Background: an optimization exercise with open tools, aiming at small area and a short achievable clock period. Do not read the settings as production practice. Function was checked by simulation only, so behaviour that the tests miss may differ from the original.

==> flow/design.v (outline; a module is shown in full before it is edited, if it fits) <==
// module async_reg: 16 lines
// module tapped_delay_block: 21 lines
// module fir_n: 4003 lines
// module pp_cell: 3 lines
// module dec_cell: 6 lines
// module cninv_c: 3 lines
// module pp0_cell: 3 lines
// module inv_c: 3 lines
// module nand2_c: 3 lines
// module nor2_c: 3 lines
// module aoi21_c: 3 lines
// module oai21_c: 3 lines
// module xor2_c: 3 lines
// module xnor2_c: 3 lines
// module fa_cell: 4 lines
module fir_n(x_in, y_out, b, clk, ena, rst);
  // ...
==> flow/flow/run.sh <==
#!/bin/bash
# Own flow: the standard layout (standard.sh) with three changes.
#  1. fir_n.sv's one-cell helper modules are tied to the library cells they
#     describe (fa_cell -> fa_1, pp_cell -> a222oi_1, pp2_cell -> a22oi_1),
#     see flow/cellmap.py; ABC does not find a222oi on its own.
#  2. The port buffers are buf_4 cells instead of buffer_ports' default pick
#     (clkdlybuf4s50_1, a clock delay cell: slower and twice the area).
#  3. The standard synthesis runs first, and the flip-flops of ours are
#     checked against it (same names and cell types).
# Every tool's output goes to a log file of its own in this folder.
set -euo pipefail
W=$(pwd)
R=orfs/results/sky130hd/fir_n/base

bash standard.sh synth > std_synth.log 2>&1
cp $R/1_2_yosys.v std_1_2_yosys.v
rm -rf orfs

python3 flow/cellmap.py design.v design_mapped.v > cellmap.log 2>&1
export BUFFER_PORTS_ARGS="-buffer_cell sky130_fd_sc_hd__buf_4"
bash standard.sh synth VERILOG_FILES=$W/design_mapped.v > synth.log 2>&1
python3 flow/regcheck.py std_1_2_yosys.v $R/1_2_yosys.v > regcheck.log 2>&1
bash standard.sh finish VERILOG_FILES=$W/design_mapped.v > standard.log 2>&1
==> flow/flow/cellmap.py <==
#!/usr/bin/env python3
"""Rewrite the design so that the one-cell helper modules of fir_n.sv are
library cells: fa_cell -> sky130 fa_1 (c on CIN), pp_cell -> a222oi_1,
pp2_cell -> a22oi_1, pp0_cell -> a221oi_1,
and the gate helpers (inv_c, nand2_c, ...) -> their _1 cells.  Each keeps its function; only the mapping is fixed.
usage: cellmap.py IN.v OUT.v"""
import re, sys

WRAP = {
    'fa_cell': ('module fa_cell(input wire a, b, c, output wire s, co);\n'
                'sky130_fd_sc_hd__fa_1 fa (.A(a), .B(b), .CIN(c), .SUM(s), .COUT(co));\n'
                'endmodule\n'),
    'pp_cell': ('module pp_cell(input wire p1, c, n1, cn, p2, cm, output wire q);\n'
                'sky130_fd_sc_hd__a222oi_1 g (.A1(p1), .A2(c), .B1(n1), .B2(cn), .C1(p2), .C2(cm), .Y(q));\n'
                'endmodule\n'),
    'pp2_cell': ('module pp2_cell(input wire p1, c, n1, cn, output wire q);\n'
                 'sky130_fd_sc_hd__a22oi_1 g (.A1(p1), .A2(c), .B1(n1), .B2(cn), .Y(q));\n'
                 'endmodule\n'),
    'dec_cell': ('module dec_cell(input wire a, b, output wire p1, p2, n1, nn);\n'
                 'sky130_fd_sc_hd__nor2b_1 g1 (.A(a), .B_N(b), .Y(p1));\n'
                 'sky130_fd_sc_hd__nor2b_1 g2 (.A(b), .B_N(a), .Y(p2));\n'
                 'sky130_fd_sc_hd__and2_1 g3 (.A(a), .B(b), .X(n1));\n'
                 'sky130_fd_sc_hd__nor2_1 g4 (.A(p1), .B(p2), .Y(nn));\n'
                 'endmodule\n'),
    'pp0_cell': ('module pp0_cell(input wire n1, c, p1, cn, p2, output wire q);\n'
                 'sky130_fd_sc_hd__a221oi_1 g (.A1(n1), .A2(c), .B1(p1), .B2(cn), .C1(p2), .Y(q));\n'
                 'endmodule\n'),
}
for nm, cell, ins, out in [('inv_c', 'inv_1', 'A', 'Y'), ('cninv_c', 'inv_4', 'A', 'Y'), ('nand2_c', 'nand2_1', 'AB', 'Y'),
                           ('nor2_c', 'nor2_1', 'AB', 'Y'), ('aoi21_c', 'a21oi_1', ['A1', 'A2', 'B1'], 'Y'),
                           ('oai21_c', 'o21ai_1', ['A1', 'A2', 'B1'], 'Y'), ('xor2_c', 'xor2_1', 'AB', 'X'),
                           ('xnor2_c', 'xnor2_1', 'AB', 'Y')]:
    ports = 'abc'[:len(ins)]
    WRAP[nm] = ('module %s(input wire %s, output wire y);\n' % (nm, ', '.join(ports)) +
                'sky130_fd_sc_hd__%s g (%s, .%s(y));\n' % (cell, ', '.join('.%s(%s)' % (pin, pt) for pin, pt in zip(ins, ports)), out) +
                'endmodule\n')
t = open(sys.argv[1]).read()
for name, body in WRAP.items():
    pat = re.compile(r'\bmodule\s+' + name + r'\b.*?\bendmodule\b', re.S)
    t, n = pat.subn(body.rstrip('\n'), t)
    print(name, 'replaced', n)
    if n > 1 or (n == 0 and name in ('fa_cell', 'pp_cell')):
        sys.exit('module %s found %d times' % (name, n))
open(sys.argv[2], 'w').write(t)
==> flow/flow/regcheck.py <==
#!/usr/bin/env python3
"""Compare the flip-flops of two netlists: same instance names, same cell
types (drive strength aside).  usage: regcheck.py STD.v OURS.v"""
import re, sys


def flops(path):
    t = open(path).read()
    out = {}
    for typ, name in re.findall(r'^\s*(sky130_fd_sc_hd__(?:df|dl|edf|sdf|sedf)\w*)\s+(\S+)\s*\(', t, re.M):
        out[name] = re.sub(r'_\d+$', '', typ)
    return out


a, b = flops(sys.argv[1]), flops(sys.argv[2])
print('standard', len(a), 'ours', len(b))
bad = [n for n in set(a) | set(b) if a.get(n) != b.get(n)]
for n in sorted(bad)[:20]:
    print('differs:', n, a.get(n), b.get(n))
sys.exit(1 if bad else 0)
==> flow/standard.sh <==
#!/bin/bash
# synth_recipe.tcl (not shown) runs the flow's synth.tcl, then flattens the netlist and writes it again
# the make line also repeats each setting of config.mk as NAME=value (left out here)
make -C /OpenROAD-flow-scripts/flow DESIGN_CONFIG=/design/flow/config.mk WORK_HOME=/design/flow/orfs CLKGATE_MAP_FILE= SYNTH_SCRIPT=/design/flow/synth_recipe.tcl "${@:-finish}"
==> flow/config.mk <==
export PLATFORM = sky130hd
export DESIGN_NAME = fir_n
export DESIGN_NICKNAME = fir_n
export VERILOG_FILES = /design/flow/design.v
export SDC_FILE = /design/flow/constraint.sdc
export NUM_CORES = 4
export LEC_CHECK = 0
export ABC_AREA = 1
export CAP_MARGIN = 20
export CELL_PAD_IN_SITES_DETAIL_PLACEMENT = 1
export CELL_PAD_IN_SITES_GLOBAL_PLACEMENT = 2
export CORE_MARGIN = 2
export CORE_UTILIZATION = 30
export PLACE_DENSITY = 0.45
export SLEW_MARGIN = 20
export SYNTH_HIERARCHICAL = 1
export SYNTH_MINIMUM_KEEP_SIZE = 0
==> flow/constraint.sdc <==
create_clock -name core_clock -period 16.0 [get_ports {clk}]
set_input_delay 3.2000 -clock core_clock [delete_from_list [all_inputs] [get_ports {clk}]]
set_output_delay 3.2000 -clock core_clock [all_outputs]
set_load 0.01 [all_outputs]
==> run_results.csv, run 1 <==
group,metric,value,unit
synthesis,synth.avg_cell_area,11.67,µm²
synthesis,yosys.area_share.simple,6.989,%
min_path,whs_path_depth,2,
clock_network,cts.sinks,128,
clock_network,htree_num_levels,4,
timing,rsz0062_at_grt,"no",
timing,fmax,0.07084,GHz
critical_path,r2r-start,"s1[8]$_DFFE_PP0P_",
synthesis,seq_area_frac_synth,7.806,%
synthesis,synth_compound_area_share,28.76,%
finish,n_all_inverters,233,
finish,final_common_cell,"a222oi_1",
min_path,hold_end,"s3[26]$_DFFE_PP0P_",
critical_path,cp_num_buf_inv,3,
route,vias_per_cell,7.621,
finish,final_cell_mix,"a222oi_1, fa_1, buf_4, nand2_1, xor2_1",
clock_network,cts_made_buffers,25,
timing,tightest_slew,1.308,ns
finish,n_all_buffers,330,
floorplanning,die-area,139800,µm²
timing,finalSetupTns,0,ns
finish,comb.multi_input.count,3127,
route,top_layer,"met4",
finish,seqCellArea,3203,µm²
synthesis,async_flop_share,100.0,%
synthesis,syn_nets,4733,
finish,fin_util,34.23,%
min_path,hold_class,"reg2reg",
timing,setup_viol,0,
critical_path,ff2ff_path_depth,2,
clock_network,clk_pin_slew,0.05,ns
min_path,min_from,"s3[26]$_DFFE_PP0P_",
critical_path,reg2reg_to,"s2[8]$_DFFE_PP0P_",
route,drc,0,
synthesis,synth-adder-area-share,49.73,%
run_status,status,"finished clean",
route,detail-route-antenna-nets,0,
global_route,gr-usage-met2,61.19,%
==> inputs of run 2 (changes only) <==
--- a/flow/config.mk
+++ b/flow/config.mk
@@ -12,6 +12,7 @@
 export CORE_MARGIN = 2
 export CORE_UTILIZATION = 30
 export PLACE_DENSITY = 0.45
+export SETUP_SLACK_MARGIN = 2.6
 export SLEW_MARGIN = 20
 export SYNTH_HIERARCHICAL = 1
 export SYNTH_MINIMUM_KEEP_SIZE = 0
==> run 2 against run 1 <==
Compared with the run above:
- first-iteration DRC count decreased by 1.6%
- synthesized cell count unchanged
- sequential share of layout area decreased by 0.13 points
- critical endpoint is now y_out[30]
==> run_results.csv, run 2 <==
group,metric,value,unit
run_status,status,"finished clean",
global_route,grt_pass1_wl,384500,µm
floorplanning,start_util,30.25,%
clock_network,holdBufCountCts,0,
timing,fin_ws,2.585,ns
critical_path,reg2reg_slack,14.92,ns
placement,dp_hpwl,221100,µm
critical_path,critPathMaxFanout,25,
synthesis,ys.flop_type,"dfrtp_1",
route,post_drt_wl_per_cell,50.15,µm
timing,tightest_slew,1.276,ns
global_route,gr-usage-all-layers,39.37,%
timing,drv_slew,0,
synthesis,synth_common_cells,"a222oi_1, fa_1, nand2_1",
timing,rsz0062_at_grt,"yes",
timing,fin_crit,13.42,ns
placement,place_ws,2.054,ns
route,dr_wl_met2,126000,µm
synthesis,synth.avg_cell_area,11.67,µm²
finish,fin_area,47310,µm²
finish,stdcell_count,5639,
timing,fmax,0.07454,GHz
clock_network,clock_latency,0.50,ns
finish,area_growth,15.29,%
finish,fill_cells,14740,
finish,final_common_cell,"a222oi_1",
finish,final_cell_mix,"a222oi_1, fa_1, buf_4, nand2_1, xor2_1",
synthesis,synthTopCellsByArea,"fa_1, a222oi_1, dfrtp_1, xor2_1, nand2_1",
min_path,hold_class,"reg2reg",
placement,placed_cell_area,45730,µm²
clock_network,clk_pin_slew,0.05,ns
critical_path,crit_chain,"buf_6 > inv_4 > a222oi_1 > fa_1 > fa_1 > fa_1 > fa_1 > fa_1 > fa_1 > fa_1 > ha_1 > ha_1 > a21oi_1 > o21ai_1 > a21oi_1 > o21ai_1 > a21oi_1 > xnor2_1 > buf_4",
clock_network,clockBufferDepth,3,
critical_path,cp.arrival,10.22,ns
synthesis,synth_most_common_cell,"a222oi_1",
synthesis,yosysWarnings,7,
synthesis,async_flop_share,100.0,%
floorplanning,coreArea,135600,µm²
clock_network,cts.sinks,128,
floorplanning,die_h,373.8,µm
timing,min_period_over_period,83.85,%
timing,finalSetupTns,0,ns
route,firstDrtPassIters,17,
synthesis,synth-edff-count,0,
synthesis,yosysTopAreaCell,"fa_1",
global_route,grt_pass1_vias,45070,
route,drt_iter0_drc,11660,
timing,setup_viol,0,
route,drt-met1-wl,97520,µm
route,route.vias.total,42950,
floorplanning,die-area,139800,µm²
finish,layout-drive-gt1-share,17.72,%
global_route,gr-total-overflow,0,
route,detail-route-antenna-nets,0,
timing,relSlewSlack,14.92,%
placement,dp.cells,5599,
critical_path,cpMaxStageDelayCell,"a222oi_1",
floorplanning,io_pins,195,
route,top_layer,"met4",
route,drc,0,
synthesis,syn_inst,3517,
route,wl_met3,29460,µm
critical_path,critPathKind,"in2out",
clock_network,cts-root-buf,"clkbuf_16",
timing,skew,0.01597,ns
flow_run,drv_cap,0,
critical_path,start_kind,"input port",
critical_path,ff2ff_path_depth,2,
route,vias_per_cell,7.617,
clock_network,cts_made_buffers,25,
critical_path,crit_end,"y_out[30]",
critical_path,cp_data_required_time,12.80,ns
placement,place_congestion,1.085,
synthesis,seq_area_frac_synth,7.806,%
global_route,grt_max_degree,75,
synthesis,synth_cell_type_count,23,
timing,hold_viol,0,
synthesis,syn_area,41030,µm²
clock_network,htree_num_levels,4,
synthesis,synth.top_cell.area_share,46.98,%
min_path,whs_path_depth,2,
floorplanning,num_rows,135,
finish,nets,5065,
critical_path,path_common_cell,"fa_1",
global_route,antenna_found_initial,1,
clock_network,tritoncts,"built",
floorplanning,fp.dieW,373.8,µm
synthesis,ys_ff_latch,128,
synthesis,syn_nets,4733,
route,drt_wl_total,282800,µm
critical_path,reg2reg_to,"s2[8]$_DFFE_PP0P_",
critical_path,critPathLaunch,"b[7]",
critical_path,r2r-start,"s1[8]$_DFFE_PP0P_",
placement,portBuffers,194,
critical_path,end_kind,"output pin",
critical_path,slowest_delay,0.92,ns
## run 2: logic make-up (layout without fill, tap and decap cells)
family | count (synthesis) | count (layout) | synth area share, %
AOI/OAI and AO/OA | 1286 | 1286 | 28.76
adders and majority gates | 1053 | 1053 | 49.73
and+or+nand+nor | 631 | 631 | 6.989
buffers and inverters | 262 | 599 | 3.366
xor gates and xnor gates | 157 | 157 | 3.351
DFF | 128 | 128 | 7.806
other | 0 | 4 | 0
## run 2: critical path, delay by kind of cell
| kind | cells | cell delay, ns |
|---|---|---|
| adders and majority gates | 9 | 4.22 |
| buffers and inverters | 3 | 0.55 |
| xor gates and xnor gates | 1 | 0.14 |
| AOI/OAI and AO/OA | 6 | 2.09 |
## run 2: Yosys stat by module, one instance, submodules excluded
module	cells inside	cell area [µm²]
dec_cell	4	22.52
fa_cell	1	20.02
pp0_cell	1	8.758
xor2_c	1	8.758
cninv_c	1	6.256
pp_cell	1	10.01
aoi21_c	1	5.005
nor2_c	1	3.754
inv_c	1	3.754
oai21_c	1	5.005
xnor2_c	1	8.758
fir_n	699	6324
nand2_c	1	3.754
## run 2: cell type report
class,count,area (µm²),area share [%]
Multi-Input combinational cell,3127,37240,78.73
Sequential cell,128,3203,6.771
Timing Repair Buffer,334,2661,5.626
Tap cell,1781,2228,4.711
Inverter,233,1274,2.693
Clock buffer,30,674.4,1.426
Clock inverter,2,10.01,0.02116
Antenna cell,4,10.01,0.02116
## run 2: through the flow
stage / hold WS, ns / utilization [%]
finish: 0.5472 / 34.88
global route: 0.5703 / 34.87
CTS: 0.5426 / 34.42
detailed placement: 0.5332 / 33.71
global placement: 0.5101 / 33.71
floorplan: 0.4807 / -
## run 2: worst min-delay path by stage
stage	from	endpoint	slack, ns
after floorplan	s3[11]$_DFFE_PP0P_	s3[11]$_DFFE_PP0P_	0.48
after global placement	s3[26]$_DFFE_PP0P_	s3[26]$_DFFE_PP0P_	0.51
after detailed placement	s3[26]$_DFFE_PP0P_	s3[26]$_DFFE_PP0P_	0.53
after CTS	s3[26]$_DFFE_PP0P_	s3[26]$_DFFE_PP0P_	0.54
after global routing	s3[26]$_DFFE_PP0P_	s3[26]$_DFFE_PP0P_	0.57
final	s3[26]$_DFFE_PP0P_	s3[26]$_DFFE_PP0P_	0.55
## run 2: what timing repair did
| item | in CTS | in global routing |
|---|---|---|
| gates resized for setup | 69 | 156 |
| pin swaps | 28 | 100 |
| setup buffers | 0 | 4 |
| endpoints found under the hold margin | 0 | 0 |
| setup endpoints to repair | 10 | 14 |
## run 2: metal layers
metal | track usage (%) | up-vias
li1 | - | 15660
met1 | 47.56 | 22670
met2 | 61.28 | 3794
met3 | 7.181 | 822
met4 | 32.57 | 0
met5 | 0.06861 | -
==> inputs of run 3 (changes only) <==
--- a/flow/config.mk
+++ b/flow/config.mk
@@ -11,8 +11,10 @@
 export CELL_PAD_IN_SITES_GLOBAL_PLACEMENT = 2
 export CORE_MARGIN = 2
 export CORE_UTILIZATION = 30
+export CTS_BUF_LIST = sky130_fd_sc_hd__clkbuf_4 sky130_fd_sc_hd__clkbuf_8
+export CTS_CLUSTER_DIAMETER = 100
+export CTS_CLUSTER_SIZE = 30
 export PLACE_DENSITY = 0.45
-export SETUP_SLACK_MARGIN = 2.6
 export SLEW_MARGIN = 20
 export SYNTH_HIERARCHICAL = 1
 export SYNTH_MINIMUM_KEEP_SIZE = 0
==> run 3 against run 2 <==
Compared with the run above:
- still clean
- clock skew rose by 0.016 ns
- first-iteration DRC count grew 5.3%
- area after synthesis is the same
- critical path depth increased by 2
- register-to-register slack lost 0.04 ns
- synthesized cell count unchanged
- wire length fell by 0.25%
- hold slack improved by 0.0039 ns
- design area is 2.4% lower
- die area is the same
- flip-flop and latch count unchanged
- non-clock buffer count fell by 4
==> run_results.csv, run 3 <==
group,metric,value,unit
clock_network,tritoncts,"built",
critical_path,path_common_cell,"fa_1",
timing,hold_viol,0,
finish,stdcell_count,5638,
min_path,hold_class,"reg2reg",
timing,rsz0062_at_grt,"no",
timing,fin_crit,14.11,ns
global_route,antenna_found_initial,3,
finish,area_growth,12.49,%
critical_path,cp_num_buf_inv,3,
route,drt_iter0_drc,12280,
synthesis,synth.top_cell.area_share,46.98,%
timing,drv_slew,0,
floorplanning,num_rows,135,
placement,place_congestion,1.085,
run_status,status,"finished clean",
synthesis,synth-edff-count,0,
critical_path,critPathTopFamily,"adder cells",
route,detail-route-antenna-nets,0,
synthesis,syn_area,41030,µm²
critical_path,end_kind,"output pin",
finish,final_common_cell,"a222oi_1",
timing,skew,0.03224,ns
synthesis,seq_area_frac_synth,7.806,%
timing,relSlewSlack,18.51,%
critical_path,cp_data_required_time,12.80,ns
timing,min_period_over_period,88.19,%
clock_network,cts-root-buf,"clkbuf_8",
synthesis,synth_cell_type_count,23,
route,firstDrtPassIters,22,
placement,dp.cells,5599,
global_route,grt_pass1_wl,384000,µm
floorplanning,die_h,373.8,µm
synthesis,ys.flop_type,"dfrtp_1",
route,route.vias.total,42820,
finish,layout-drive-gt1-share,14.16,%
clock_network,cts_made_buffers,25,
global_route,gr-total-overflow,0,
finish,fin_util,34.03,%
placement,dp_hpwl,221100,µm
global_route,grt_pass1_vias,45060,
route,drt_wl_total,282100,µm
clock_network,cts_setup_buffers,0,
critical_path,cpMaxStageDelayCell,"a222oi_1",
timing,fmax,0.07087,GHz
floorplanning,coreArea,135600,µm²
timing,worst_hold_slack,0.5510,ns
clock_network,clk_pin_slew,0.07,ns
critical_path,critPathKind,"in2out",
synthesis,synth_common_cells,"a222oi_1, fa_1, nand2_1",
critical_path,crit_chain,"buf_4 > inv_4 > a222oi_1 > fa_1 > fa_1 > fa_1 > fa_1 > fa_1 > fa_1 > fa_1 > fa_1 > fa_1 > ha_1 > ha_1 > nand2_1 > nor2_1 > nand2_1 > o21ai_1 > a21oi_1 > xnor2_1 > buf_4",
synthesis,synth.avg_cell_area,11.67,µm²
finish,final_cell_mix,"a222oi_1, fa_1, buf_4, nand2_1, xor2_1",
finish,nets,5061,
floorplanning,start_util,30.25,%
timing,finalSetupTns,0,ns
flow_run,drv_cap,0,
synthesis,syn_inst,3517,
clock_network,clock_latency,0.54,ns
critical_path,start_kind,"input port",
critical_path,slowest_delay,0.73,ns
global_route,grt_max_degree,75,
clock_network,cts.sinks,128,
floorplanning,die-area,139800,µm²
synthesis,ys_ff_latch,128,
route,post_drt_wl_per_cell,50.03,µm
synthesis,synth_most_common_cell,"a222oi_1",
floorplanning,io_pins,195,
clock_network,clockBufferDepth,3,
placement,portBuffers,194,
route,drc,0,
route,vias_per_cell,7.595,
synthesis,yosysTopAreaCell,"fa_1",
clock_network,htree_num_levels,4,
synthesis,syn_nets,4733,
synthesis,yosysWarnings,7,
clock_network,cts-resized-gates,0,
timing,tightest_slew,1.222,ns
global_route,gr-usage-all-layers,39.30,%
synthesis,synthTopCellsByArea,"fa_1, a222oi_1, dfrtp_1, xor2_1, nand2_1",
floorplanning,fp.dieW,373.8,µm
critical_path,critPathMaxFanout,31,
clock_network,holdBufCountCts,0,
timing,setup_viol,0,
critical_path,cp.arrival,10.91,ns
synthesis,async_flop_share,100.0,%
## run 3: cell types whose count changed in the layout (fill, tap and decap cells not counted), moves of 18 or more
cell       delta
fa_1         +62
fa_2         -62
buf_4        +28
buf_6        -27
clkbuf_16    -25
clkbuf_8     +25
a21oi_1      +22
inv_4        +22
a21oi_2      -20
ha_1         +20
ha_4         -18
## run 3: stage by stage
step / worst slack (ns) / area, µm²
floorplan: 3.729 / 41030
global placement: 2.052 / 45720
detailed placement: 2.054 / 45730
CTS: 2.035 / 46140
global route: 1.700 / 46150
finish: 1.889 / 46160
## run 3: per-module statistics from Yosys, one instance, submodules excluded
module    times used  flip-flops and latches  cells inside
fir_n              1                     128           699
dec_cell          64                       0             4
fa_cell          963                       0             1
pp_cell         1024                       0             1
pp0_cell          64                       0             1
xnor2_c           20                       0             1
xor2_c           137                       0             1
cninv_c          128                       0             1
aoi21_c           72                       0             1
oai21_c           52                       0             1
inv_c              8                       0             1
nand2_c           52                       0             1
nor2_c            42                       0             1
## run 3: logic make-up (layout without fill, tap and decap cells)
| logic type | Yosys count | after routing | share of synthesized area (%) |
|---|---|---|---|
| compound gates | 1286 | 1286 | 28.76 |
| fa+ha+maj | 1053 | 1053 | 49.73 |
| simple gates | 631 | 631 | 6.989 |
| buf+inv | 262 | 595 | 3.366 |
| xor+xnor | 157 | 157 | 3.351 |
| flops | 128 | 128 | 7.806 |
| other cells | 0 | 7 | 0 |
## run 3: worst min-delay path: stages, from the launching register on
cell and delay [ns]:
dfrtp_1 0.38, nand2_1 0.06, o21ai_0 0.07
## run 3: final timing paths
check | start | end | slack [ns] | cells past startpoint
max reg2reg | s1[11]$_DFFE_PP0P_ | s2[11]$_DFFE_PP0P_ | 14.88 | 2
max | b[65] | y_out[31] | 1.89 | 21
min reg2reg | s3[26]$_DFFE_PP0P_ | s3[26]$_DFFE_PP0P_ | 0.55 | 2
max in group asynchronous | rst | s0[24]$_DFFE_PP0P_ | 11.86 | 3
min | s3[26]$_DFFE_PP0P_ | s3[26]$_DFFE_PP0P_ | 0.55 | 2
min in group asynchronous | rst | s3[4]$_DFFE_PP0P_ | 2.72 | 2
## run 3: area by class of cell
type / count / area, µm²
Clock buffer: 30 / 400.4
Tap cell: 1781 / 2228
Timing Repair Buffer: 330 / 2477
Multi-Input combinational cell: 3127 / 36620
Sequential cell: 128 / 3203
Antenna cell: 7 / 17.52
Fill cell: 14830 / 89480
Inverter: 233 / 1201
Clock inverter: 2 / 10.01
## run 3: routing by layer
layer / track usage [%] / vias to the layer above / wire length [µm]
li1: - / 15650 / -
met1: 47.39 / 22500 / 98130
met2: 61.11 / 3899 / 126100
met3: 7.259 / 775 / 28870
met4: 32.75 / 0 / 29000
met5: 0 / - / 0
==> inputs of run 4 (changes only) <==
--- a/flow/config.mk
+++ b/flow/config.mk
@@ -15,6 +15,7 @@
 export CTS_CLUSTER_DIAMETER = 100
 export CTS_CLUSTER_SIZE = 30
 export PLACE_DENSITY = 0.45
+export SETUP_SLACK_MARGIN = 3.1
 export SLEW_MARGIN = 20
 export SYNTH_HIERARCHICAL = 1
 export SYNTH_MINIMUM_KEEP_SIZE = 0
==> run 4 against run 3 <==
Compared with the run above:
- still clean on timing, DRC and antenna
- wire length is 0.67% higher
- fmax is 7.1% higher
- global-route usage increased by 0.18 points
- sequential share of layout area shrank 0.32 points
- design area rose by 4.8%
- critical path type unchanged
==> run_results.csv, run 4 <==
group,metric,value,unit
synthesis,synth_cell_type_count,23,
clock_network,cts-root-buf,"clkbuf_8",
finish,final_cell_mix,"a222oi_1, fa_1, buf_4, nand2_1, fa_2",
floorplanning,num_rows,135,
clock_network,tritoncts,"built",
critical_path,ff2ff_path_depth,2,
critical_path,critPathKind,"in2out",
clock_network,clockBufferDepth,3,
placement,portBuffers,194,
floorplanning,io_pins,195,
finish,stdcell_count,5662,
timing,finalSetupTns,0,ns
synthesis,synth_most_common_cell,"a222oi_1",
route,drt_iter0_drc,11950,
run_status,status,"finished clean",
synthesis,synth.avg_cell_area,11.67,µm²
placement,placed_cell_area,45730,µm²
finish,fill_cells,14660,
floorplanning,coreArea,135600,µm²
global_route,antenna_found_initial,2,
timing,hold_viol,0,
critical_path,critPathMaxFanout,11,
synthesis,yosysWarnings,7,
synthesis,seq_area_frac_synth,7.806,%
route,post_drt_wl_per_cell,50.15,µm
finish,fin_util,35.65,%
route,route.vias.total,43030,
finish,nets,5088,
timing,tightest_slew,1.316,ns
finish,layout-drive-gt1-share,22.70,%
route,firstDrtPassIters,17,
critical_path,cp.arrival,9.97,ns
route,vias_per_cell,7.600,
clock_network,clock_latency,0.55,ns
finish,final_common_cell,"a222oi_1",
clock_network,cts.sinks,128,
synthesis,syn_nets,4733,
critical_path,end_kind,"output pin",
clock_network,cts_made_buffers,25,
finish,fin_area,48360,µm²
global_route,grt_pass1_wl,385600,µm
global_route,gr-usage-all-layers,39.48,%
floorplanning,die-area,139800,µm²
synthesis,synth-edff-count,0,
clock_network,htree_num_levels,4,
synthesis,syn_area,41030,µm²
timing,drv_slew,0,
placement,dp.cells,5599,
synthesis,syn_inst,3517,
min_path,hold_class,"reg2reg",
timing,setup_viol,0,
route,drc,0,
synthesis,synth.top_cell.area_share,46.98,%
critical_path,cp_data_required_time,12.80,ns
critical_path,start_kind,"input port",
synthesis,yosysTopAreaCell,"fa_1",
global_route,gr-total-overflow,0,
floorplanning,die_h,373.8,µm
route,drt_wl_total,283900,µm
timing,rsz0062_at_grt,"yes",
timing,relSlewSlack,12.29,%
route,detail-route-antenna-nets,0,
synthesis,ys_ff_latch,128,
floorplanning,fp.dieW,373.8,µm
finish,area_growth,17.85,%
clock_network,clk_pin_slew,0.07,ns
global_route,grt_max_degree,75,
min_path,whs_path_depth,2,
timing,fmax,0.07592,GHz
synthesis,async_flop_share,100.0,%
flow_run,drv_cap,0,
synthesis,synthTopCellsByArea,"fa_1, a222oi_1, dfrtp_1, xor2_1, nand2_1",
floorplanning,start_util,30.25,%
synthesis,ys.flop_type,"dfrtp_1",
timing,min_period_over_period,82.32,%
synthesis,synth_common_cells,"a222oi_1, fa_1, nand2_1",
timing,fin_crit,13.17,ns
placement,place_congestion,1.085,
global_route,grt_pass1_vias,45150,
timing,skew,0.03423,ns
placement,dp_hpwl,221100,µm
==> run 4: cell counts after synthesis <==
Identical to the previous run, type by type.
==> run 4: per-layer routing <==
layer | wire (µm) | up-vias | track usage, %
li1 | - | 15730 | -
met3 | 29800 | 816 | 6.781
met2 | 126200 | 3895 | 61.31
met1 | 97690 | 22590 | 47.95
met5 | 90 | - | 0.4803
met4 | 30130 | 2 | 32.90
==> run 4: layout make-up <==
type / instances / area [µm²] / share of cell area (%)
multi-input cells: 3127 / 38040 / 78.65
flip-flops and latches: 128 / 3203 / 6.624
repair buffers: 356 / 3083 / 6.375
well taps: 1781 / 2228 / 4.608
inverters: 233 / 1379 / 2.851
clock buffers: 30 / 400.4 / 0.8279
clock inverters: 2 / 10.01 / 0.02070
diodes: 4 / 10.01 / 0.02070
repair inverters: 1 / 8.758 / 0.01811
==> run 4: stage by stage <==
stage          hold WS [ns]  setup WS, ns
6_report             0.5432         2.829
5_1_grt              0.5758         2.662
4_1_cts              0.5512         2.754
3_5_place_dp         0.5332         2.054
3_3_place_gp         0.5101         2.052
2_1_floorplan        0.4807         3.729
==> run 4: kinds of logic after synthesis <==
family / synth area share [%]
adders and majority gates: 49.73
and+or+nand+nor: 6.989
DFF: 7.806
AOI/OAI and AO/OA: 28.76
buffers and inverters: 3.366
xor gates and xnor gates: 3.351
==> run 4: path summary, 6_finish.rpt <==
kind / start / endpoint / slack, ns
setup reg to reg: s1[8]$_DFFE_PP0P_ / s2[8]$_DFFE_PP0P_ / 14.87
hold reg to reg: s3[26]$_DFFE_PP0P_ / s3[26]$_DFFE_PP0P_ / 0.54
hold / removal: s3[26]$_DFFE_PP0P_ / s3[26]$_DFFE_PP0P_ / 0.54
max in group asynchronous: rst / s0[25]$_DFFE_PP0P_ / 11.87
setup / recovery: b[85] / y_out[28] / 2.83
min in group asynchronous: rst / s3[4]$_DFFE_PP0P_ / 2.72
==> run 4: worst max-delay path, stage by stage <==
cell and delay, ns:
buf_6 0.12, inv_4 0.07, a222oi_1 0.93, fa_1 0.59
fa_2 0.50, fa_2 0.39, fa_2 0.35, fa_1 0.47
fa_2 0.38, fa_2 0.36, fa_1 0.51, fa_2 0.48
ha_4 0.34, ha_4 0.24, a21oi_4 0.17, buf_4 0.13
o21ai_2 0.06, a21oi_2 0.12, o21ai_2 0.07, a21oi_2 0.17
xnor2_1 0.14, buf_4 0.14
==> run 4: per-module statistics from Yosys, one instance, submodules excluded, excerpt <==
module,area (µm²),flops+latches,copies in the design
fir_n,6324,128,1
dec_cell,22.52,0,64
fa_cell,20.02,0,963
inv_c,3.754,0,8
cninv_c,6.256,0,128
xor2_c,8.758,0,137
pp_cell,10.01,0,1024
pp0_cell,8.758,0,64
nor2_c,3.754,0,42
xnor2_c,8.758,0,20
aoi21_c,5.005,0,72
nand2_c,3.754,0,52
==> run 4: timing repair <==
action,in CTS,in global routing
pin swaps,185,204
setup endpoints to repair,19,19
hold buffers,0,0
buffers inserted,13,11
resized for setup,343,186
gates cloned,0,2
==> inputs of run 5 (changes only) <==
--- a/flow/config.mk
+++ b/flow/config.mk
@@ -15,7 +15,7 @@
 export CTS_CLUSTER_DIAMETER = 100
 export CTS_CLUSTER_SIZE = 30
 export PLACE_DENSITY = 0.45
-export SETUP_SLACK_MARGIN = 3.1
+export SETUP_SLACK_MARGIN = 2.6
 export SLEW_MARGIN = 20
 export SYNTH_HIERARCHICAL = 1
 export SYNTH_MINIMUM_KEEP_SIZE = 0
==> run 5 against run 4 <==
Compared with the run above:
- still clean
- first-iteration DRC count is 0.31% lower
- non-clock buffer count is 24 lower
- clock skew is 0.00057 ns lower
- clock-buffer cell count stayed put
- via count is 0.48% lower
- critical path type unchanged
==> run_results.csv, run 5 <==
group,metric,value,unit
route,firstDrtPassIters,22,
route,dr_wl_met2,126100,µm
synthesis,seq_area_frac_synth,7.806,%
finish,area_growth,14.55,%
critical_path,cp_num_buf_inv,3,
timing,fmax,0.07455,GHz
synthesis,syn_inst,3517,
synthesis,synth.top_cell.area_share,46.98,%
route,vias_per_cell,7.593,
timing,skew,0.03366,ns
timing,finalSetupTns,0,ns
synthesis,synth_common_cells,"a222oi_1, fa_1, nand2_1",
critical_path,crit_chain,"buf_4 > inv_4 > a222oi_1 > fa_1 > fa_1 > fa_2 > fa_1 > fa_1 > fa_1 > fa_1 > fa_1 > fa_2 > ha_4 > ha_4 > nand2_2 > nor2_4 > nand2_1 > nor2_1 > a21oi_2 > xnor2_1 > buf_4",
clock_network,cts-root-buf,"clkbuf_8",
critical_path,start_kind,"input port",
clock_network,clock_latency,0.55,ns
route,drt_wl_total,282500,µm
finish,fin_util,34.65,%
synthesis,ys.flop_type,"dfrtp_1",
global_route,grt_max_degree,75,
clock_network,clk_pin_slew,0.07,ns
global_route,gr-usage-all-layers,39.34,%
synthesis,syn_nets,4733,
timing,tightest_slew,1.383,ns
critical_path,cp_data_required_time,12.80,ns
critical_path,cpMaxStageDelayCell,"a222oi_1",
timing,fin_crit,13.41,ns
synthesis,synthTopCellsByArea,"fa_1, a222oi_1, dfrtp_1, xor2_1, nand2_1",
timing,hold_viol,0,
clock_network,htree_num_levels,4,
finish,nets,5063,
timing,relSlewSlack,7.786,%
route,post_drt_wl_per_cell,50.09,µm
floorplanning,num_rows,135,
timing,setup_viol,0,
route,drt_iter0_drc,11910,
clock_network,holdBufCountCts,0,
floorplanning,die_h,373.8,µm
floorplanning,die-area,139800,µm²
critical_path,cp.arrival,10.21,ns
route,route.vias.total,42820,
route,drt-met1-wl,97070,µm
synthesis,yosysTopAreaCell,"fa_1",
synthesis,synth.avg_cell_area,11.67,µm²
route,drc,0,
global_route,antenna_found_initial,3,
floorplanning,coreArea,135600,µm²
synthesis,synth_most_common_cell,"a222oi_1",
route,top_layer,"met5",
clock_network,cts.sinks,128,
global_route,grt_pass1_wl,384100,µm
timing,rsz0062_at_grt,"yes",
critical_path,slowest_delay,0.95,ns
critical_path,critPathKind,"in2out",
floorplanning,io_pins,195,
placement,dp_hpwl,221100,µm
synthesis,async_flop_share,100.0,%
critical_path,path_common_cell,"fa_1",
floorplanning,start_util,30.25,%
synthesis,synth_cell_type_count,23,
route,wl_met3,29190,µm
critical_path,critPathTopFamily,"adder cells",
timing,min_period_over_period,83.84,%
synthesis,ys_ff_latch,128,
synthesis,synth-edff-count,0,
clock_network,tritoncts,"built",
placement,place_congestion,1.085,
placement,portBuffers,194,
floorplanning,fp.dieW,373.8,µm
clock_network,cts_made_buffers,25,
global_route,gr-total-overflow,0,
global_route,grt_pass1_vias,45140,
synthesis,yosysWarnings,7,
finish,stdcell_count,5640,
finish,layout-drive-gt1-share,17.65,%
critical_path,end_kind,"output pin",
critical_path,critPathMaxFanout,12,
clock_network,clockBufferDepth,3,
finish,final_cell_mix,"a222oi_1, fa_1, buf_4, nand2_1, xor2_1",
route,detail-route-antenna-nets,0,
min_path,hold_class,"reg2reg",
placement,dp.cells,5599,
timing,drv_slew,0,
flow_run,drv_cap,0,
synthesis,syn_area,41030,µm²
run_status,status,"finished clean",
finish,final_common_cell,"a222oi_1",
[run 5: cell counts after synthesis]
No cell type changed its count.
[run 5: layout make-up]
cell class              instances  area [µm²]
diodes                          7       17.52
clock buffers                  30       400.4
clock inverters                 2       10.01
fillers                     14770       88630
inverters                     233        1274
multi-input cells            3127       37230
flip-flops and latches        128        3203
well taps                    1781        2228
repair buffers                332        2638
[run 5: per-stage QoR]
stage	area [µm²]	hold WS, ns	setup WS, ns
floorplan	41030	0.4807	3.729
global placement	45720	0.5101	2.052
detailed placement	45730	0.5332	2.054
global route	46990	0.5758	2.576
finish	47000	0.5470	2.586
CTS	46420	0.5512	2.530
[run 5: cells by family (layout without fill, tap and decap cells)]
group / after synthesis / after routing / share of synthesized area [%]
other: 0 / 7 / 0
flip-flops: 128 / 128 / 7.806
buffers and inverters: 262 / 597 / 3.366
AND/OR/NAND/NOR: 631 / 631 / 6.989
AO/OA/AOI/OAI: 1286 / 1286 / 28.76
adder cells (fa/ha/maj): 1053 / 1053 / 49.73
XOR/XNOR: 157 / 157 / 3.351
[run 5: repair_timing]
action / CTS / global route
setup endpoints to repair: 10 / 14
pin swaps: 28 / 107
gates resized for setup: 69 / 152
setup buffers: 0 / 2
gates cloned: 0 / 0
[run 5: tightest hold or removal path: cells and delay by family (launching register included)]
family | cells | cell delay (ns)
compound gates | 1 | 0.07
flops | 1 | 0.38
simple gates | 1 | 0.06
[run 5: path summary, 6_finish.rpt]
path,to,startpoint,slack [ns],cells past startpoint
hold reg to reg,s3[26]$_DFFE_PP0P_,s3[26]$_DFFE_PP0P_,0.55,2
max in group asynchronous,s0[24]$_DFFE_PP0P_,rst,11.86,3
min in group asynchronous,s3[4]$_DFFE_PP0P_,rst,2.72,2
hold / removal,s3[26]$_DFFE_PP0P_,s3[26]$_DFFE_PP0P_,0.55,2
setup reg to reg,s2[11]$_DFFE_PP0P_,s1[11]$_DFFE_PP0P_,14.90,2
setup / recovery,y_out[27],b[84],2.59,21
[run 5: modules after synthesis (local to each module, per instance)]
module / cell area, µm² / flops+latches / cells inside / copies in the design
dec_cell: 22.52 / 0 / 4 / 64
oai21_c: 5.005 / 0 / 1 / 52
aoi21_c: 5.005 / 0 / 1 / 72
pp_cell: 10.01 / 0 / 1 / 1024
nor2_c: 3.754 / 0 / 1 / 42
xnor2_c: 8.758 / 0 / 1 / 20
inv_c: 3.754 / 0 / 1 / 8
cninv_c: 6.256 / 0 / 1 / 128
fir_n: 6324 / 128 / 699 / 1
pp0_cell: 8.758 / 0 / 1 / 64
xor2_c: 8.758 / 0 / 1 / 137
fa_cell: 20.02 / 0 / 1 / 963
nand2_c: 3.754 / 0 / 1 / 52
[run 5: metal layers]
layer | vias to the layer above | track usage, %
met4 | 6 | 32.82
li1 | 15670 | -
met2 | 3789 | 61.32
met3 | 827 | 7.479
met1 | 22530 | 47.16
met5 | - | 0
==> inputs of run 6 (changes only) <==
--- a/flow/flow/run.sh
+++ b/flow/flow/run.sh
@@ -3,7 +3,7 @@
 #  1. fir_n.sv's one-cell helper modules are tied to the library cells they
 #     describe (fa_cell -> fa_1, pp_cell -> a222oi_1, pp2_cell -> a22oi_1),
 #     see flow/cellmap.py; ABC does not find a222oi on its own.
-#  2. The port buffers are buf_4 cells instead of buffer_ports' default pick
+#  2. The port buffers are buf_2 cells instead of buffer_ports' default pick
 #     (clkdlybuf4s50_1, a clock delay cell: slower and twice the area).
 #  3. The standard synthesis runs first, and the flip-flops of ours are
 #     checked against it (same names and cell types).
@@ -17,7 +17,7 @@
 rm -rf orfs
 
 python3 flow/cellmap.py design.v design_mapped.v > cellmap.log 2>&1
-export BUFFER_PORTS_ARGS="-buffer_cell sky130_fd_sc_hd__buf_4"
+export BUFFER_PORTS_ARGS="-buffer_cell sky130_fd_sc_hd__buf_2"
 bash standard.sh synth VERILOG_FILES=$W/design_mapped.v > synth.log 2>&1
 python3 flow/regcheck.py std_1_2_yosys.v $R/1_2_yosys.v > regcheck.log 2>&1
 bash standard.sh finish VERILOG_FILES=$W/design_mapped.v > standard.log 2>&1
--- a/flow/config.mk
+++ b/flow/config.mk
@@ -15,7 +15,7 @@
 export CTS_CLUSTER_DIAMETER = 100
 export CTS_CLUSTER_SIZE = 30
 export PLACE_DENSITY = 0.45
-export SETUP_SLACK_MARGIN = 2.6
+export SETUP_SLACK_MARGIN = 2.8
 export SLEW_MARGIN = 20
 export SYNTH_HIERARCHICAL = 1
 export SYNTH_MINIMUM_KEEP_SIZE = 0
==> run 6 against run 5 <==
Compared with the run above:
- critical endpoint unchanged
- largest cell class unchanged
- synthesized cell count is the same
- clock-buffer cell count shrank 1
- critical path depth did not move
==> run_results.csv, run 6 <==
group,metric,value,unit
run_status,status,"finished clean",
placement,place_congestion,1.061,
route,post_drt_wl_per_cell,50.28,µm
synthesis,async_flop_share,100.0,%
finish,area_growth,15.35,%
route,drt_wl_total,283400,µm
synthesis,yosysTopAreaCell,"fa_1",
floorplanning,die-area,139800,µm²
global_route,use_met1,47.69,%
floorplanning,num_rows,135,
placement,place_ws,1.709,ns
timing,worst_hold_slack,0.5464,ns
floorplanning,io_pins,195,
timing,fin_ws,2.482,ns
synthesis,syn_inst,3517,
synthesis,synth_common_cells,"a222oi_1, fa_1, nand2_1",
timing,finalSetupTns,0,ns
finish,final_common_cell,"a222oi_1",
global_route,gr-usage-all-layers,39.31,%
timing,setup_viol,0,
critical_path,reg2reg_to,"s2[14]$_DFFE_PP0P_",
synthesis,ys_ff_latch,128,
timing,fmax,0.07397,GHz
finish,layout-drive-gt1-share,20.18,%
finish,nets,5062,
route,drt_iter0_drc,12660,
synthesis,synthTopCellsByArea,"fa_1, a222oi_1, dfrtp_1, xor2_1, nand2_1",
global_route,use_met3,6.574,%
global_route,gr-total-overflow,0,
placement,dp_hpwl,220800,µm
critical_path,reg2reg_slack,14.87,ns
clock_network,cts-root-buf,"clkbuf_8",
floorplanning,die_h,373.8,µm
clock_network,cts.sinks,128,
finish,fill_cells,14710,
critical_path,ff2ff_path_depth,2,
flow_run,drv_cap,0,
timing,hold_viol,0,
route,detail-route-antenna-nets,0,
timing,rsz0062_at_grt,"yes",
critical_path,cp.arrival,10.32,ns
critical_path,critPathMaxFanout,11,
global_route,antenna_found_initial,6,
min_path,hold_end,"s3[7]$_DFFE_PP0P_",
floorplanning,fp.dieW,373.8,µm
finish,multi_input_comb_area,37730,µm²
finish,seqCellArea,3203,µm²
synthesis,synth_most_common_cell,"a222oi_1",
finish,fin_util,34.90,%
route,route.vias.total,43000,
min_path,min_from,"s3[7]$_DFFE_PP0P_",
critical_path,start_kind,"input port",
floorplanning,coreArea,135600,µm²
timing,min_period_over_period,84.49,%
clock_network,cts_made_buffers,25,
global_route,grt-busiest-layer,"met2",
timing,skew,0.02495,ns
synthesis,synth.avg_cell_area,11.67,µm²
route,vias_per_cell,7.630,
synthesis,synth.top_cell.area_share,46.98,%
route,drc,0,
clock_network,tritoncts,"built",
finish,final_cell_mix,"a222oi_1, fa_1, nand2_1, buf_4, xor2_1",
clock_network,clk_pin_slew,0.07,ns
synthesis,ys.flop_type,"dfrtp_1",
clock_network,clockBufferDepth,3,
clock_network,htree_num_levels,4,
floorplanning,start_util,30.25,%
clock_network,holdBufCountCts,0,
min_path,whs_path_depth,2,
synthesis,seq_area_frac_synth,7.806,%
critical_path,r2r-start,"s1[14]$_DFFE_PP0P_",
placement,portBuffers,194,
global_route,grt_pass1_vias,44980,
clock_network,clock_latency,0.53,ns
critical_path,critPathKind,"in2out",
global_route,gr-usage-met2,62.17,%
min_path,hold_class,"reg2reg",
global_route,grt_max_degree,77,
synthesis,synth_cell_type_count,23,
route,firstDrtPassIters,17,
global_route,grt_pass1_wl,384000,µm
synthesis,yosysWarnings,7,
synthesis,syn_area,41030,µm²
critical_path,end_kind,"output pin",
timing,drv_slew,0,
synthesis,synth-edff-count,0,
synthesis,syn_nets,4733,
timing,fin_crit,13.52,ns
timing,tightest_slew,1.471,ns
timing,relSlewSlack,1.956,%
critical_path,cp_data_required_time,12.80,ns
run 6: worst max-delay path by stage:
| stage | from | endpoint | cells after the start |
|---|---|---|---|
| 6_report | b[85] | y_out[27] | 21 |
| 5_1_grt | b[85] | y_out[27] | 21 |
| 4_1_cts | b[85] | y_out[27] | 21 |
| 3_5_place_dp | b[32] | y_out[27] | 21 |
| 3_3_place_gp | b[32] | y_out[27] | 21 |
| 2_1_floorplan | b[1] | y_out[29] | 19 |
run 6: what timing repair did:
action                                  4_1_cts  5_1_grt
endpoints found under the hold margin         0        0
setup buffers                                 2        4
pin swaps                                   133       97
endpoints found under the setup margin       17       17
gates resized for setup                     304      151
run 6: modules after synthesis (local to each module, per instance), excerpt:
| module | flops+latches | cells inside | area [µm²] | copies in the design |
|---|---|---|---|---|
| aoi21_c | 0 | 1 | 5.005 | 72 |
| pp0_cell | 0 | 1 | 8.758 | 64 |
| xnor2_c | 0 | 1 | 8.758 | 20 |
| pp_cell | 0 | 1 | 10.01 | 1024 |
| inv_c | 0 | 1 | 3.754 | 8 |
| dec_cell | 0 | 4 | 22.52 | 64 |
| xor2_c | 0 | 1 | 8.758 | 137 |
| oai21_c | 0 | 1 | 5.005 | 52 |
| fa_cell | 0 | 1 | 20.02 | 963 |
| nor2_c | 0 | 1 | 3.754 | 42 |
run 6: critical path: stages:
cell and delay [ns]:
buf_12 0.11, inv_8 0.05, a222oi_1 1.19, fa_1 0.65
fa_2 0.48, fa_2 0.36, fa_2 0.37, fa_1 0.49
fa_2 0.36, fa_2 0.35, fa_1 0.50, fa_2 0.69
ha_4 0.24, ha_4 0.28, nand2_4 0.11, o21ai_4 0.08
a21oi_2 0.17, o21ai_2 0.08, a21oi_2 0.22, xnor2_1 0.16
buf_2 0.15
run 6: cell type report:
type                       instances  area share [%]
antenna                            5         0.02643
tap                             1781           4.708
inverter                         233           2.739
clock buffer                      29          0.8036
timing repair buffer             331           5.165
sequential                       128           6.767
clock inverter                     2         0.07402
multi-input combinational       3127           79.72
run 6: per-layer routing:
metal / share of wire [%] / wire length [µm] / up-vias
li1: - / - / 15670
met1: 35 / 98000 / 22710
met2: 45 / 128900 / 3884
met3: 10 / 28870 / 744
met4: 9.7 / 27630 / 4
met5: 0.011 / 31 / -
run 6: stage by stage:
stage	area (µm²)	instances
final	47330	5636
after global routing	47320	5632
after CTS	46660	5626
after detailed placement	45200	5593
after global placement	45190	5591
after floorplan	41030	3517
run 6: cell families after synthesis:
logic type               count (synthesis)  synth area share, %
flip-flops                             128                7.806
buffers and inverters                  262                3.366
adder cells (fa/ha/maj)               1053                49.73
AO/OA/AOI/OAI                         1286                28.76
AND/OR/NAND/NOR                        631                6.989
XOR/XNOR                               157                3.351
==> inputs of run 7 (changes only) <==
--- a/flow/flow/run.sh
+++ b/flow/flow/run.sh
@@ -3,7 +3,7 @@
 #  1. fir_n.sv's one-cell helper modules are tied to the library cells they
 #     describe (fa_cell -> fa_1, pp_cell -> a222oi_1, pp2_cell -> a22oi_1),
 #     see flow/cellmap.py; ABC does not find a222oi on its own.
-#  2. The port buffers are buf_2 cells instead of buffer_ports' default pick
+#  2. The port buffers are buf_4 cells instead of buffer_ports' default pick
 #     (clkdlybuf4s50_1, a clock delay cell: slower and twice the area).
 #  3. The standard synthesis runs first, and the flip-flops of ours are
 #     checked against it (same names and cell types).
@@ -17,7 +17,7 @@
 rm -rf orfs
 
 python3 flow/cellmap.py design.v design_mapped.v > cellmap.log 2>&1
-export BUFFER_PORTS_ARGS="-buffer_cell sky130_fd_sc_hd__buf_2"
+export BUFFER_PORTS_ARGS="-buffer_cell sky130_fd_sc_hd__buf_4"
 bash standard.sh synth VERILOG_FILES=$W/design_mapped.v > synth.log 2>&1
 python3 flow/regcheck.py std_1_2_yosys.v $R/1_2_yosys.v > regcheck.log 2>&1
 bash standard.sh finish VERILOG_FILES=$W/design_mapped.v > standard.log 2>&1
==> flow/config.mk (replaced) <==
export PLATFORM = sky130hd
export DESIGN_NAME = fir_n
export DESIGN_NICKNAME = fir_n
export VERILOG_FILES = /design/flow/design.v
export SDC_FILE = /design/flow/constraint.sdc
export NUM_CORES = 4
export LEC_CHECK = 0
export ABC_AREA = 1
export CAP_MARGIN = 20
export CELL_PAD_IN_SITES_DETAIL_PLACEMENT = 2
export CELL_PAD_IN_SITES_GLOBAL_PLACEMENT = 3
export CORE_MARGIN = 2
export CORE_UTILIZATION = 25
export PLACE_DENSITY = 0.4
export SLEW_MARGIN = 20
export SYNTH_HIERARCHICAL = 1
export SYNTH_MINIMUM_KEEP_SIZE = 0
==> run 7 against run 6 <==
Compared with the run above:
- still clean on timing, DRC and antenna
- hold slack improved by 0.0086 ns
- register-to-register slack got worse by 0.11 ns
- final cell count increased by 6.8%
- worst setup slack got worse by 0.97 ns
- flip-flop and latch count unchanged
- non-clock buffer count decreased by 12
- synthesized cell count unchanged
- first-iteration DRC count decreased by 9.2%
- utilization decreased by 6.1 points
- critical path type unchanged
- critical endpoint is now y_out[31]
==> run_results.csv, run 7 <==
group,metric,value,unit
critical_path,r2r-start,"s1[10]$_DFFE_PP0P_",
run_status,status,"finished clean",
timing,hold_viol,0,
min_path,whs_path_depth,2,
timing,fmax,0.06902,GHz
synthesis,synth.top_cell.area_share,46.98,%
critical_path,slowest_delay,0.69,ns
clock_network,cts-resized-gates,0,
timing,rsz0062_at_grt,"no",
clock_network,holdBufCountCts,0,
synthesis,ys.flop_type,"dfrtp_1",
route,detail-route-antenna-nets,0,
critical_path,cp_data_required_time,12.80,ns
synthesis,yosysWarnings,7,
critical_path,path_common_cell,"fa_1",
clock_network,tritoncts,"built",
floorplanning,fp.dieW,409.1,µm
global_route,grt_pass1_vias,46260,
timing,fin_crit,14.49,ns
critical_path,critPathTopFamily,"adder cells",
clock_network,cts.sinks,128,
floorplanning,io_pins,195,
finish,final_cell_mix,"a222oi_1, fa_1, buf_4, nand2_1, xor2_1",
critical_path,ff2ff_path_depth,2,
route,post_drt_wl_per_cell,52.27,µm
synthesis,syn_area,41030,µm²
finish,layout-drive-gt1-share,14.27,%
critical_path,cpMaxStageDelayCell,"a222oi_1",
synthesis,synth-xor-area-share,3.351,%
synthesis,synth_mux_area_share,0,%
finish,final_common_cell,"a222oi_1",
clock_network,clock_latency,0.50,ns
synthesis,yosys.area_share.simple,6.989,%
critical_path,cp_num_buf_inv,3,
clock_network,clockBufferDepth,3,
min_path,hold_class,"reg2reg",
floorplanning,start_util,25.18,%
synthesis,synth_most_common_cell,"a222oi_1",
synthesis,synth_cell_type_count,23,
synthesis,synthTopCellsByArea,"fa_1, a222oi_1, dfrtp_1, xor2_1, nand2_1",
clock_network,clk_pin_slew,0.06,ns
synthesis,synth-adder-area-share,49.73,%
synthesis,synth-edff-count,0,
timing,setup_viol,0,
placement,place_congestion,0.9792,
timing,skew,0.02227,ns
route,drt_iter0_drc,11490,
synthesis,synth.avg_cell_area,11.67,µm²
global_route,grt_pass1_wl,422700,µm
critical_path,critPathLaunch,"b[8]",
synthesis,syn_nets,4733,
route,vias_per_cell,7.118,
synthesis,syn_inst,3517,
global_route,gr-usage-all-layers,36.68,%
critical_path,start_kind,"input port",
min_path,min_from,"s3[29]$_DFFE_PP0P_",
critical_path,end_kind,"output pin",
synthesis,ys_ff_latch,128,
finish,fin_area,46930,µm²
finish,area_growth,14.37,%
route,drt_wl_total,314700,µm
route,firstDrtPassIters,14,
synthesis,synth_compound_area_share,28.76,%
critical_path,critPathMaxFanout,24,
critical_path,crit_chain,"buf_4 > inv_4 > a222oi_1 > fa_1 > fa_1 > fa_1 > fa_1 > fa_1 > fa_1 > fa_1 > fa_1 > fa_1 > ha_1 > ha_1 > a21oi_1 > o21ai_1 > a21oi_1 > o21ai_1 > a21oi_1 > xnor2_1 > buf_4",
floorplanning,coreArea,163000,µm²
clock_network,cts_setup_buffers,0,
placement,dp_hpwl,251100,µm
clock_network,cts_made_buffers,25,
floorplanning,die_h,409.1,µm
finish,nets,5050,
min_path,hold_end,"s3[29]$_DFFE_PP0P_",
global_route,grt_max_degree,85,
clock_network,cts-root-buf,"clkbuf_16",
timing,finalSetupTns,0,ns
placement,portBuffers,194,
critical_path,critPathKind,"in2out",
synthesis,yosysTopAreaCell,"fa_1",
placement,placed_cell_area,46170,µm²
timing,drv_slew,0,
floorplanning,num_rows,148,
global_route,gr-total-overflow,0,
route,route.vias.total,42860,
synthesis,synth_common_cells,"a222oi_1, fa_1, nand2_1",
global_route,antenna_found_initial,8,
timing,min_period_over_period,90.55,%
critical_path,reg2reg_slack,14.76,ns
route,drc,0,
floorplanning,die-area,167400,µm²
synthesis,seq_area_frac_synth,7.806,%
flow_run,drv_cap,0,
synthesis,async_flop_share,100.0,%
clock_network,htree_num_levels,4,
timing,relSlewSlack,12.24,%
critical_path,reg2reg_to,"s2[10]$_DFFE_PP0P_",
synthesis,synth_top_family_by_area,"adder cells",
timing,tightest_slew,1.316,ns
critical_path,cp.arrival,11.29,ns
==> run 7: cell counts after synthesis <==
Identical to the previous run, type by type.
==> run 7: Yosys stat by module, one instance, submodules excluded <==
module	flip-flops and latches	copies in the design
pp_cell	0	1024
inv_c	0	8
fa_cell	0	963
xor2_c	0	137
dec_cell	0	64
aoi21_c	0	72
oai21_c	0	52
nor2_c	0	42
cninv_c	0	128
nand2_c	0	52
pp0_cell	0	64
fir_n	128	1
xnor2_c	0	20
==> run 7: worst reg2reg max path, stage by stage, from the launching register on <==
cell     delay [ns]
dfrtp_1        0.95
nand2_1        0.12
o21ai_0        0.10
==> run 7: metal layers <==
layer  routed length, µm  global-route usage (%)
met5                  44                       0
met4               25040                   23.54
met3               27080                   5.272
met2              145600                   59.39
met1              117000                   45.76
==> run 7: metrics by stage <==
stage	utilization, %	hold WS, ns	std cells	setup WS [ns]
global route	28.79	0.5939	6015	1.418
floorplan	-	0.4807	3517	3.729
CTS	28.78	0.5565	6013	1.675
global placement	28.31	0.5223	5976	1.563
detailed placement	28.33	0.5441	5980	1.685
finish	28.80	0.5550	6021	1.511
==> run 7: kinds of logic (layout without fill, tap and decap cells) <==
group,Yosys count,in the layout
fa+ha+maj,1053,1053
buf+inv,262,585
simple gates,631,631
compound gates,1286,1286
flops,128,128
xor+xnor,157,157
other cells,0,6
==> run 7: how the worst max path moves through the flow <==
stage | to | slack (ns) | depth (start not counted)
finish | y_out[31] | 1.51 | 21
CTS | y_out[31] | 1.67 | 21
floorplan | y_out[29] | 3.73 | 19
global placement | y_out[20] | 1.56 | 20
global route | y_out[31] | 1.42 | 21
detailed placement | y_out[31] | 1.68 | 21
==> run 7: area by class of cell <==
| class | instances | area, µm² |
|---|---|---|
| fill | 17700 | 116000 |
| multi-input combinational | 3127 | 36670 |
| sequential | 128 | 3203 |
| tap | 2175 | 2721 |
| timing repair buffer | 319 | 2382 |
| inverter | 233 | 1202 |
| clock buffer | 30 | 694.4 |
| clock inverter | 3 | 43.79 |
| antenna | 6 | 15.01 |

==> what the ideal ports hide <==
How much do the figures lean on ideal ports? The routed layouts below were timed once more, with nothing changed but the port constraints.
Step 1, drivers: a clkbuf_16 drives clk and a buf_2 each remaining input, both assumed.
Step 2 moves the port delays by t, midway between the first and last clock arrival at a register: inputs arrive t later, outputs are due t later. That takes back most of the time a late clock gives input paths.
a / b / c = ideal ports / drivers / drivers and shift; a / b = the first two.
| run | shift t [ns] | slack for setup (ns) | worst setup path after step 2 | slew at the worst register clock pin (ns) |
|---|---|---|---|---|
| run 1 | 0.558 | 1.884 / 1.856 / 1.856 | input to output | 0.06 / 0.06 |
| run 2 | 0.556 | 2.585 / 2.540 / 2.540 | input to output | 0.06 / 0.06 |
| run 3 | 0.582 | 1.889 / 1.861 / 1.861 | input to output | 0.09 / 0.09 |
| run 4 | 0.587 | 2.829 / 2.772 / 2.772 | input to output | 0.09 / 0.09 |
| run 5 | 0.582 | 2.586 / 2.558 / 2.558 | input to output | 0.09 / 0.09 |
| run 6 | 0.568 | 2.482 / 2.412 / 2.412 | input to output | 0.08 / 0.08 |
| run 7 | 0.551 | 1.511 / 1.483 / 1.483 | input to output | 0.07 / 0.07 |
After both steps setup and hold are still met in every run listed. For run 6, which loses most, drivers alone change the setup slack by -0.070 ns; drivers and shift together by -0.070 ns.
